Source: an optimization exercise on an open RTL-to-GDS flow (aim: small area, a short achievable clock period and few clock cycles). Production flows keep margins and buffers that such runs may drop.
Only simulation tests tie the RTL to the original design; equivalence was not proved.

== willow ==
## goldschmidt_divider
module goldschmidt_divider (
    input wire clk,
    input wire rst_n,
    input wire start,
    input wire [15:0] numerator,       
    input wire [15:0] denominator,     
    output reg [15:0] quotient,        
    output reg valid,
    output reg error
);
reg        busy;
reg [4:0]  cnt;
reg [29:0] xn;       
reg [30:0] accn;
reg [25:0] xd;       
reg [26:0] accd;
reg [24:0] y;        
reg [3:0]  lz;       
reg        eq, dz;
reg last, norm, done;
wire [4:0] cnt_nx = busy ? cnt + 5'd1 : 5'd0;
wire [30:0] x2n = {xn, 1'b0};
wire [26:0] x2d = {xd, 1'b0};
wire [35:0] sumn, sumd36;
wire [31:0] sumd = sumd36[31:0];
gs_macc #(.W(31), .O(36)) mn (.a(accn), .x(x2n), .y(y[4:0]), .s(sumn));
gs_macc #(.W(27), .O(36)) md (.a(accd), .x(x2d), .y(y[4:0]), .s(sumd36));
wire [15:0] d = xd[15:0];
wire        z3 = (d[15:8] == 8'd0);
wire [15:0] d3 = z3 ? {d[7:0], 8'd0} : d;
wire        z2 = (d3[15:12] == 4'd0);
wire [15:0] d2 = z2 ? {d3[11:0], 4'd0} : d3;
wire        z1 = (d2[15:14] == 2'd0);
wire [15:0] d1 = z1 ? {d2[13:0], 2'd0} : d2;
wire        z0 = ~d1[15];
wire [15:0] d0 = z0 ? {d1[14:0], 1'b0} : d1;
wire [11:0] dn = d0[15:4];
reg [12:0] f0m1;     
always @(*) begin
    case (dn[10:8])
        3'd0: f0m1 = 13'd8191;
        3'd1: f0m1 = 13'd7281;
        3'd2: f0m1 = 13'd6553;
        3'd3: f0m1 = 13'd5957;
        3'd4: f0m1 = 13'd5460;
        3'd5: f0m1 = 13'd5040;
        3'd6: f0m1 = 13'd4680;
  ...
Size in the first run: roughly 2100 cells after synthesis, roughly 170 flip-flops, roughly 53 I/O pins, ~18000 µm² of cells after synthesis.
clock: 11.0 ns
lec_check: 0
cap_margin: 20
core_margin: 2
core_utilization: 40
setup_slack_margin: 5
slew_margin: 20
run.sh (not shown) runs the stock make flow with config.mk's settings and CLKGATE_MAP_FILE= SYNTH_SCRIPT=/design/flow/synth_recipe.tcl, a recipe that flattens the netlist after the stock synthesis.
Testbench counts of willow, summed over its fixed seeds: cycles 336,000.
#### Input delta (harbor over willow)
Settings: SETUP_SLACK_MARGIN removed (was 5).
[summary]
Clock buffer and inverter area fraction after layout essentially unchanged between harbor and willow. Status: sequential share of layout area parity (harbor, willow). Slowest stage cell on the critical path = dfxtp_2: harbor; slowest stage cell on the critical path = dfxtp_4: willow. Setup slack: harbor less than willow. Diff willow..harbor | flip-flop and latch count | unchanged. Comparing willow with harbor, the multi-input combinational area share came out essentially unchanged. The remaining number of nets flagged by the antenna check after routing was comparable across willow and harbor.

Another version of the RTL of goldschmidt_divider (not shown whole).
Size in the first run: roughly 3800 cells after synthesis, about 180 flip-flops, ~29000 µm² of cells after synthesis.
// goldschmidt_divider
module goldschmidt_divider (
    input wire clk,
    input wire rst_n,
    input wire start,
    input wire [15:0] numerator,       
    input wire [15:0] denominator,     
    output wire [15:0] quotient,       
    output reg valid,
    output wire error
);
make LEC_CHECK=0 ABC_AREA=1 CAP_MARGIN=20 CORE_MARGIN=2 CORE_UTILIZATION=50 PLACE_DENSITY=0.75 SETUP_SLACK_MARGIN=5 SLEW_MARGIN=20 finish   # period 11.0 ns
The first run passed the timing, design-rule and antenna checks.
Testbench counts at the start, summed over its fixed seeds: cycles 112,000.
Then changed:
- ABC_AREA: 1 -> default
- PLACE_DENSITY: 0.75 -> default
Count of clock-buffer cells in the layout stays the same.
Wire length went up slightly.
Via count went down by a few percent.
Final cell count went down by roughly a tenth.
Cell area went up by a few percent.
Then changed:
- ABC_AREA: default -> 1
- SETUP_SLACK_MARGIN: 5 -> 4.5
Effect: The changed run produced a clean layout; via count went up by about 0.9%; final area went down by 5.8%; synthesized cell count grows by 15%; first-iteration DRC count decreases by about 7%.
Then changed:
- SETUP_SLACK_MARGIN: 4.5 -> 5
Outcome: Final area rose by 2.5%. Setup slack gains 440 ps. Synthesized area does not change. Wire length rose by 0.95%. Clock skew barely changes. Register-to-register slack gains 440 ps. Critical path depth fell by 4. Global-route usage rose by 0.17 points. First-iteration DRC count rose by 8.8%.
Then changed:
==> flow/flow/run.sh (new file) <==
#!/bin/bash
# The standard layout (standard.sh: the standard flow's own ORFS run, synthesis
# unchanged), with a larger setup margin for ORFS's timing repair.  The
# clock period and the constraints stay the design's.
set -euo pipefail
bash standard.sh SETUP_SLACK_MARGIN=6.5 finish > standard.log 2>&1
==> flow/standard.sh (new file) <==
#!/bin/bash
# synth_recipe.tcl (not shown) runs the flow's synth.tcl, then flattens the netlist and writes it again
# the make line also repeats each setting of config.mk as NAME=value (left out here)
make -C /OpenROAD-flow-scripts/flow DESIGN_CONFIG=/design/flow/config.mk WORK_HOME=/design/flow/orfs CLKGATE_MAP_FILE= SYNTH_SCRIPT=/design/flow/synth_recipe.tcl "${@:-finish}"
- SETUP_SLACK_MARGIN: 5 -> default
removed: flow/run.sh
Outcome: Area after synthesis does not change. Via count went up by roughly a tenth. Utilization went up by 16 points. Cell area went up by a quarter to a third.

v23:
Another version of the RTL of goldschmidt_divider (not shown whole).
For scale: ~3100 cells after synthesis, ~160 flip-flops, roughly 53 I/O pins, ~26000 um^2 of cells after synthesis.
// goldschmidt_divider
module goldschmidt_divider (
    input wire clk,
    input wire rst_n,
    input wire start,
    input wire [15:0] numerator,       
    input wire [15:0] denominator,     
    output wire [15:0] quotient,       
    output reg valid,
    output wire error
);
export LEC_CHECK = 0
export ABC_AREA = 1
export CAP_MARGIN = 20
export CORE_MARGIN = 2
export CORE_UTILIZATION = 50
export GPL_ROUTABILITY_DRIVEN = 0
export SETUP_SLACK_MARGIN = 5
export SLEW_MARGIN = 20
create_clock -name core_clock -period 11.0 [get_ports {clk}]
standard.sh (not shown) runs the stock make flow with config.mk's settings and CLKGATE_MAP_FILE= SYNTH_SCRIPT=/design/flow/synth_recipe.tcl, a recipe that flattens the netlist after the stock synthesis.
==> flow/flow/run.sh <==
#!/bin/bash
# The standard layout (standard.sh), with one change to synthesis:
# SYNTH_ARGS=-noabc skips the quick ABC pass inside Yosys's "synth" fine
# stage, so extract_fa sees the adder trees as written and maps them to
# full adders without inverters between them.  Registers, their names and
# cell types are those of the standard synthesis; the final ABC mapping,
# floorplan, placement, CTS, routing and constraints are the standard ones.
set -euo pipefail
bash standard.sh SYNTH_ARGS=-noabc finish > standard.log 2>&1
Testbench counts of v23, summed over its fixed seeds: cycles 112,000.
Modified inputs, v2 compared to v23
- CTS_BUF_LIST newly set to sky130_fd_sc_hd__clkbuf_4 sky130_fd_sc_hd__clkbuf_8
- GPL_ROUTABILITY_DRIVEN removed (was 0)
### Flow results
v2 and v23 ended up with roughly the same final standard cell area without fillers.
From v23 to v2 the numbers moved as follows: maximum frequency saw little to no change.
Looking at minimum setup slack after placement across both flows, v2 is the weaker of the two, with v23 ahead.
Routed wire length | v2 above v23
Between v23 and v2, final critical-path setup slack is lower for v23, v2 comes in above that.
Comparing total track usage for v23 and v2, the bigger number came from v23.
Relative to v2, the following input files were edited for v17:
- CTS_BUF_LIST: sky130_fd_sc_hd__clkbuf_4 sky130_fd_sc_hd__clkbuf_8 -> unset
- GPL_TIMING_DRIVEN: unset -> 0
Notes after the runs:
Compared with v2, v17 shows a higher critical path depth.
From v2 to v17 the numbers moved as follows: post-layout worst setup margin increased 0.055 ns, sequential share of layout area decreased 0.49 points, amount of wire on met2 after detailed routing increased about 18%.
Relative to v2, the met3 layer wire length in the routed design of v17 is higher by 65%.
The final layouts of v2 and v17 pass the timing, design-rule and antenna checks.
Between v17 and v2, it is v17 whose routed wire length is higher, by 24%.
Compared with v2, v17 shows number of gates resized after cts higher by 206.
The higher design area came out of v17.

== amber ==
The RTL this note starts from:
==> flow/design.v <==
module goldschmidt_divider (
    input wire clk,
    input wire rst_n,
    input wire start,
    input wire [15:0] numerator,       
    input wire [15:0] denominator,     
    output wire [15:0] quotient,       
    output reg valid,
    output wire error
);
reg        busy;
reg [2:0]  cnt;
reg [28:0] xn;       
reg [29:0] accn;
reg [24:0] xd;       
reg [25:0] accd;
reg [11:0] yh;       
reg [6:0]  one_n, two_n, neg_n, one_dn, two_dn, neg_dn;
reg [3:0]  lz;       
reg        eq, dz, d3one;
wire [2:0] cnt_nx = busy ? cnt + 3'd1 : 3'd0;
wire       fin    = cnt[0];      
wire [42:0] sumn;
wire [38:0] sumd;
gs_mac #(.W(30), .O(43)) mn (.a(accn), .x({xn, 1'b0}), .one(one_n), .two(two_n), .neg(neg_n), .s(sumn));
gs_mac #(.W(26), .O(39)) md (.a(accd), .x({xd, 1'b0}), .one(~one_dn), .two(~two_dn), .neg(~neg_dn), .s(sumd));
function [20:0] booth;       
    input [12:0] v;
    reg [15:0] w;
    integer i;
    begin
        w = {2'b00, v, 1'b0};
        for (i = 0; i < 7; i = i + 1) begin
            booth[i]      = w[2*i+1] ^ w[2*i];
            booth[7 + i]  = (w[2*i+2] & ~w[2*i+1] & ~w[2*i]) | (~w[2*i+2] & w[2*i+1] & w[2*i]);
            booth[14 + i] = w[2*i+2] & ~(w[2*i+1] & w[2*i]);
        end
    end
endfunction
wire [12:0] nxdig = ~sumd[24:12];    
wire [20:0] bnext = !busy ? booth(f0m1) : fin ? booth({1'b0, yh}) : booth(nxdig);
wire [15:0] d = denominator;
wire        z3 = (d[15:8] == 8'd0);
wire [15:0] d3 = z3 ? {d[7:0], 8'd0} : d;
wire        z2 = (d3[15:12] == 4'd0);
wire [15:0] d2 = z2 ? {d3[11:0], 4'd0} : d3;
wire        z1 = (d2[15:14] == 2'd0);
wire [15:0] d1 = z1 ? {d2[13:0], 2'd0} : d2;
wire        z0 = ~d1[15];
wire [15:0] d0 = z0 ? {d1[14:0], 1'b0} : d1;
wire [11:0] dn = d0[15:4];
reg [12:0] f0m1;     
always @(*) begin
    case (dn[10:8])
        3'd0: f0m1 = 13'd8191;
        3'd1: f0m1 = 13'd7281;
        3'd2: f0m1 = 13'd6553;
        3'd3: f0m1 = 13'd5957;
        3'd4: f0m1 = 13'd5460;
        3'd5: f0m1 = 13'd5040;
        3'd6: f0m1 = 13'd4680;
        default: f0m1 = 13'd4368;
    endcase
end
reg  [10:0] xinc;
wire [18:0] n4lo = {1'b0, xn[17:0]} + {1'b0, accn[29:12]};
wire [28:0] n4   = {n4lo[18] ? xinc : xn[28:18], n4lo[17:0]};
wire [43:0] qsh = {15'd0, n4} << lz;
assign quotient = eq ? 16'h1000 : qsh[31:16];
assign error    = dz;
always @(posedge clk or negedge rst_n) begin
    if (!rst_n) begin
        busy  <= 1'b0;
        valid <= 1'b0;
    end else begin
        valid <= busy & (cnt == 3'd5);
        if (!busy)
            busy <= start;
        else if (cnt == 3'd5)
            busy <= 1'b0;
    end
end
always @(posedge clk) begin
    cnt <= cnt_nx;
    xinc <= xn[28:18] + 11'd1;
    {neg_n, two_n, one_n} <= bnext;
    {neg_dn, two_dn, one_dn} <= ~bnext;
    if (!busy) begin
        xn   <= {2'd0, numerator, 11'd0};
        accn <= {2'd0, numerator, 12'd0};
        xd   <= {2'd0, dn, 11'd0};
        accd <= {2'd0, dn, 12'd0};
        lz   <= {z3, z2, z1, z0};
        eq   <= (numerator == denominator);
        dz   <= (denominator == 16'd0);
    end else if (fin) begin
        accn <= (cnt[2] & d3one) ? 30'd0 : sumn[42:13];
        accd <= sumd[38:13];
    end else begin
        xn   <= sumn[40:12];
        accn <= {sumn[40:12], 1'b0};
        xd   <= sumd[36:12];
        accd <= {sumd[36:12], 1'b0};
        yh   <= ~sumd[36:25];
        d3one <= sumd[36];
    end
end
endmodule
module gs_mac #(parameter W = 30, parameter O = 43) (
    input  wire [W-1:0] a,
    input  wire [W-1:0] x,
    input  wire [6:0] one, two, neg,    
    output wire [O-1:0] s
);
wire [W+1:0] x1 = {2'b00, x};
wire [W+1:0] x2 = {1'b0, x, 1'b0};
wire one0 = one[0], two0 = two[0], neg0 = neg[0];
wire [W+1:0] q0 = ({(W+2){one0}} & x1 | {(W+2){two0}} & x2) ^ {(W+2){neg0}};
wire one1 = one[1], two1 = two[1], neg1 = neg[1];
wire [W+1:0] q1 = ({(W+2){one1}} & x1 | {(W+2){two1}} & x2) ^ {(W+2){neg1}};
wire one2 = one[2], two2 = two[2], neg2 = neg[2];
wire [W+1:0] q2 = ({(W+2){one2}} & x1 | {(W+2){two2}} & x2) ^ {(W+2){neg2}};
wire one3 = one[3], two3 = two[3], neg3 = neg[3];
wire [W+1:0] q3 = ({(W+2){one3}} & x1 | {(W+2){two3}} & x2) ^ {(W+2){neg3}};
wire one4 = one[4], two4 = two[4], neg4 = neg[4];
wire [W+1:0] q4 = ({(W+2){one4}} & x1 | {(W+2){two4}} & x2) ^ {(W+2){neg4}};
wire one5 = one[5], two5 = two[5], neg5 = neg[5];
wire [W+1:0] q5 = ({(W+2){one5}} & x1 | {(W+2){two5}} & x2) ^ {(W+2){neg5}};
wire one6 = one[6], two6 = two[6], neg6 = neg[6];
wire [W+1:0] q6 = ({(W+2){one6}} & x1 | {(W+2){two6}} & x2) ^ {(W+2){neg6}};
wire [O-1:0] r0 = ({{(O-W-4){1'b0}}, ~q0[W+1], q0[W+1], q0[W+1], q0[W:0]} << 0);
wire [O-1:0] r1 = ({{(O-W-3){1'b0}}, 1'b1, ~q1[W+1], q1[W:0]} << 2) | ({{(O-1){1'b0}}, neg0} << 0);
wire [O-1:0] r2 = ({{(O-W-3){1'b0}}, 1'b1, ~q2[W+1], q2[W:0]} << 4) | ({{(O-1){1'b0}}, neg1} << 2);
wire [O-1:0] r3 = ({{(O-W-3){1'b0}}, 1'b1, ~q3[W+1], q3[W:0]} << 6) | ({{(O-1){1'b0}}, neg2} << 4);
wire [O-1:0] r4 = ({{(O-W-3){1'b0}}, 1'b1, ~q4[W+1], q4[W:0]} << 8) | ({{(O-1){1'b0}}, neg3} << 6);
wire [O-1:0] r5 = ({{(O-W-3){1'b0}}, 1'b1, ~q5[W+1], q5[W:0]} << 10) | ({{(O-1){1'b0}}, neg4} << 8);
wire [O-1:0] r6 = ({{(O-W-3){1'b0}}, 1'b1, ~q6[W+1], q6[W:0]} << 12) | ({{(O-1){1'b0}}, neg5} << 10);
wire [O-1:0] ra = {{(O-W){1'b0}}, a};
wire [O-1:0] t0s0 = r0 ^ r1 ^ r2;
wire [O-1:0] t0c0 = ((r0 & r1) | (r0 & r2) | (r1 & r2)) << 1;
wire [O-1:0] t0s1 = r3 ^ r4 ^ r5;
wire [O-1:0] t0c1 = ((r3 & r4) | (r3 & r5) | (r4 & r5)) << 1;
wire [O-1:0] t1s0 = t0s0 ^ t0c0 ^ t0s1;
wire [O-1:0] t1c0 = ((t0s0 & t0c0) | (t0s0 & t0s1) | (t0c0 & t0s1)) << 1;
wire [O-1:0] t1s1 = t0c1 ^ r6 ^ ra;
wire [O-1:0] t1c1 = ((t0c1 & r6) | (t0c1 & ra) | (r6 & ra)) << 1;
wire [O-1:0] t2s0 = t1s0 ^ t1c0 ^ t1s1;
wire [O-1:0] t2c0 = ((t1s0 & t1c0) | (t1s0 & t1s1) | (t1c0 & t1s1)) << 1;
wire [O-1:0] t3s0 = t2s0 ^ t2c0 ^ t1c1;
wire [O-1:0] t3c0 = ((t2s0 & t2c0) | (t2s0 & t1c1) | (t2c0 & t1c1)) << 1;
assign s = t3s0 + t3c0;
endmodule
Settings: LEC_CHECK=0, ABC_AREA=1, CAP_MARGIN=20, CORE_MARGIN=2, CORE_UTILIZATION=50, SETUP_SLACK_MARGIN=5, SLEW_MARGIN=20; clock period 11.0 ns.
Scripts as last shown in full above: flow/flow/run.sh
Testbench counts of amber, summed over its fixed seeds: cycles 112,000.
Setup changes, amber to sierra
Settings: clearing SETUP_SLACK_MARGIN, which used to be 5.
==> flow/flow/run.sh <==
#!/bin/bash
# The standard layout (standard.sh), with two changes: SYNTH_ARGS=-noabc
# skips the quick ABC pass inside Yosys's "synth" fine stage, so extract_fa
# sees the adder trees as written and maps them to full adders without
# inverters between them; and ORFS's timing repair aims for 5.4 ns of setup
# slack.  Registers, their names and cell types are those of the standard
# synthesis; the clock period and constraints are the design's.
set -euo pipefail
bash standard.sh SYNTH_ARGS=-noabc SETUP_SLACK_MARGIN=5.4 finish > standard.log 2>&1
Findings:
Delta (sierra minus amber): area overhead of the layout relative to synthesis up 7.6 points, global-route wire length before repair rose 2.1 mm, post-route worst setup slack grew by 0.36 ns.
Against amber as the reference, sierra delivers a lower final worst hold slack.
Comparing amber and sierra, total wire length is lower on amber.
amber → sierra: final net count now sits higher, number of logic inverters in the finished layout went up 6.

port drivers added, routing unchanged:
The flow's constraints put no driver on any port. The routed layouts listed below were extracted and timed again, unchanged, in two steps.
Step 1: set_driving_cell puts a clkbuf_16 on clk and a buf_2 on each other input, an assumption about the parent block.
Step 2 also shifts input and output timing later by t, the mid clock arrival at the registers, as if the neighbouring blocks saw the same clock.
a / b / c = no drivers / after step 1 / after step 2; a / b = the first two.
run | shift t [ns] | slack for setup (ns) | clock arrival spread, ns | slew at the worst register clock pin (ns)
willow | 0.528 | 5.357 / 5.357 / 5.357 | 0.014 / 0.013 | 0.08 / 0.08
harbor | 0.527 | 4.935 / 4.935 / 4.935 | 0.014 / 0.014 | 0.08 / 0.08
the first run of note 2 | 0.524 | 5.113 / 5.059 / 5.113 | 0.023 / 0.023 | 0.09 / 0.09
the second run of note 2 | 0.557 | 4.983 / 4.918 / 4.688 | 0.018 / 0.017 | 0.08 / 0.08
the third run of note 2 | 0.539 | 4.648 / 4.648 / 4.648 | 0.014 / 0.014 | 0.08 / 0.08
the fourth run of note 2 | 0.538 | 5.091 / 5.058 / 5.087 | 0.014 / 0.014 | 0.08 / 0.08
the fifth run of note 2 | 0.566 | 5.581 / 5.522 / 5.557 | 0.020 / 0.021 | 0.10 / 0.10
v23 | 0.558 | 5.052 / 4.990 / 5.150 | 0.018 / 0.019 | 0.08 / 0.08
v2 | 0.631 | 5.057 / 4.999 / 5.141 | 0.029 / 0.029 | 0.12 / 0.12
v17 | 0.567 | 5.112 / 5.112 / 5.112 | 0.016 / 0.017 | 0.08 / 0.08
amber | 0.528 | 5.056 / 5.005 / 5.081 | 0.014 / 0.013 | 0.09 / 0.09
sierra | 0.530 | 5.418 / 5.418 / 5.242 | 0.014 / 0.015 | 0.09 / 0.09
After both steps every run listed still meets setup and hold. For the second run of note 2, which loses most, drivers alone change the setup slack by -0.065 ns; drivers and shift together by -0.295 ns.
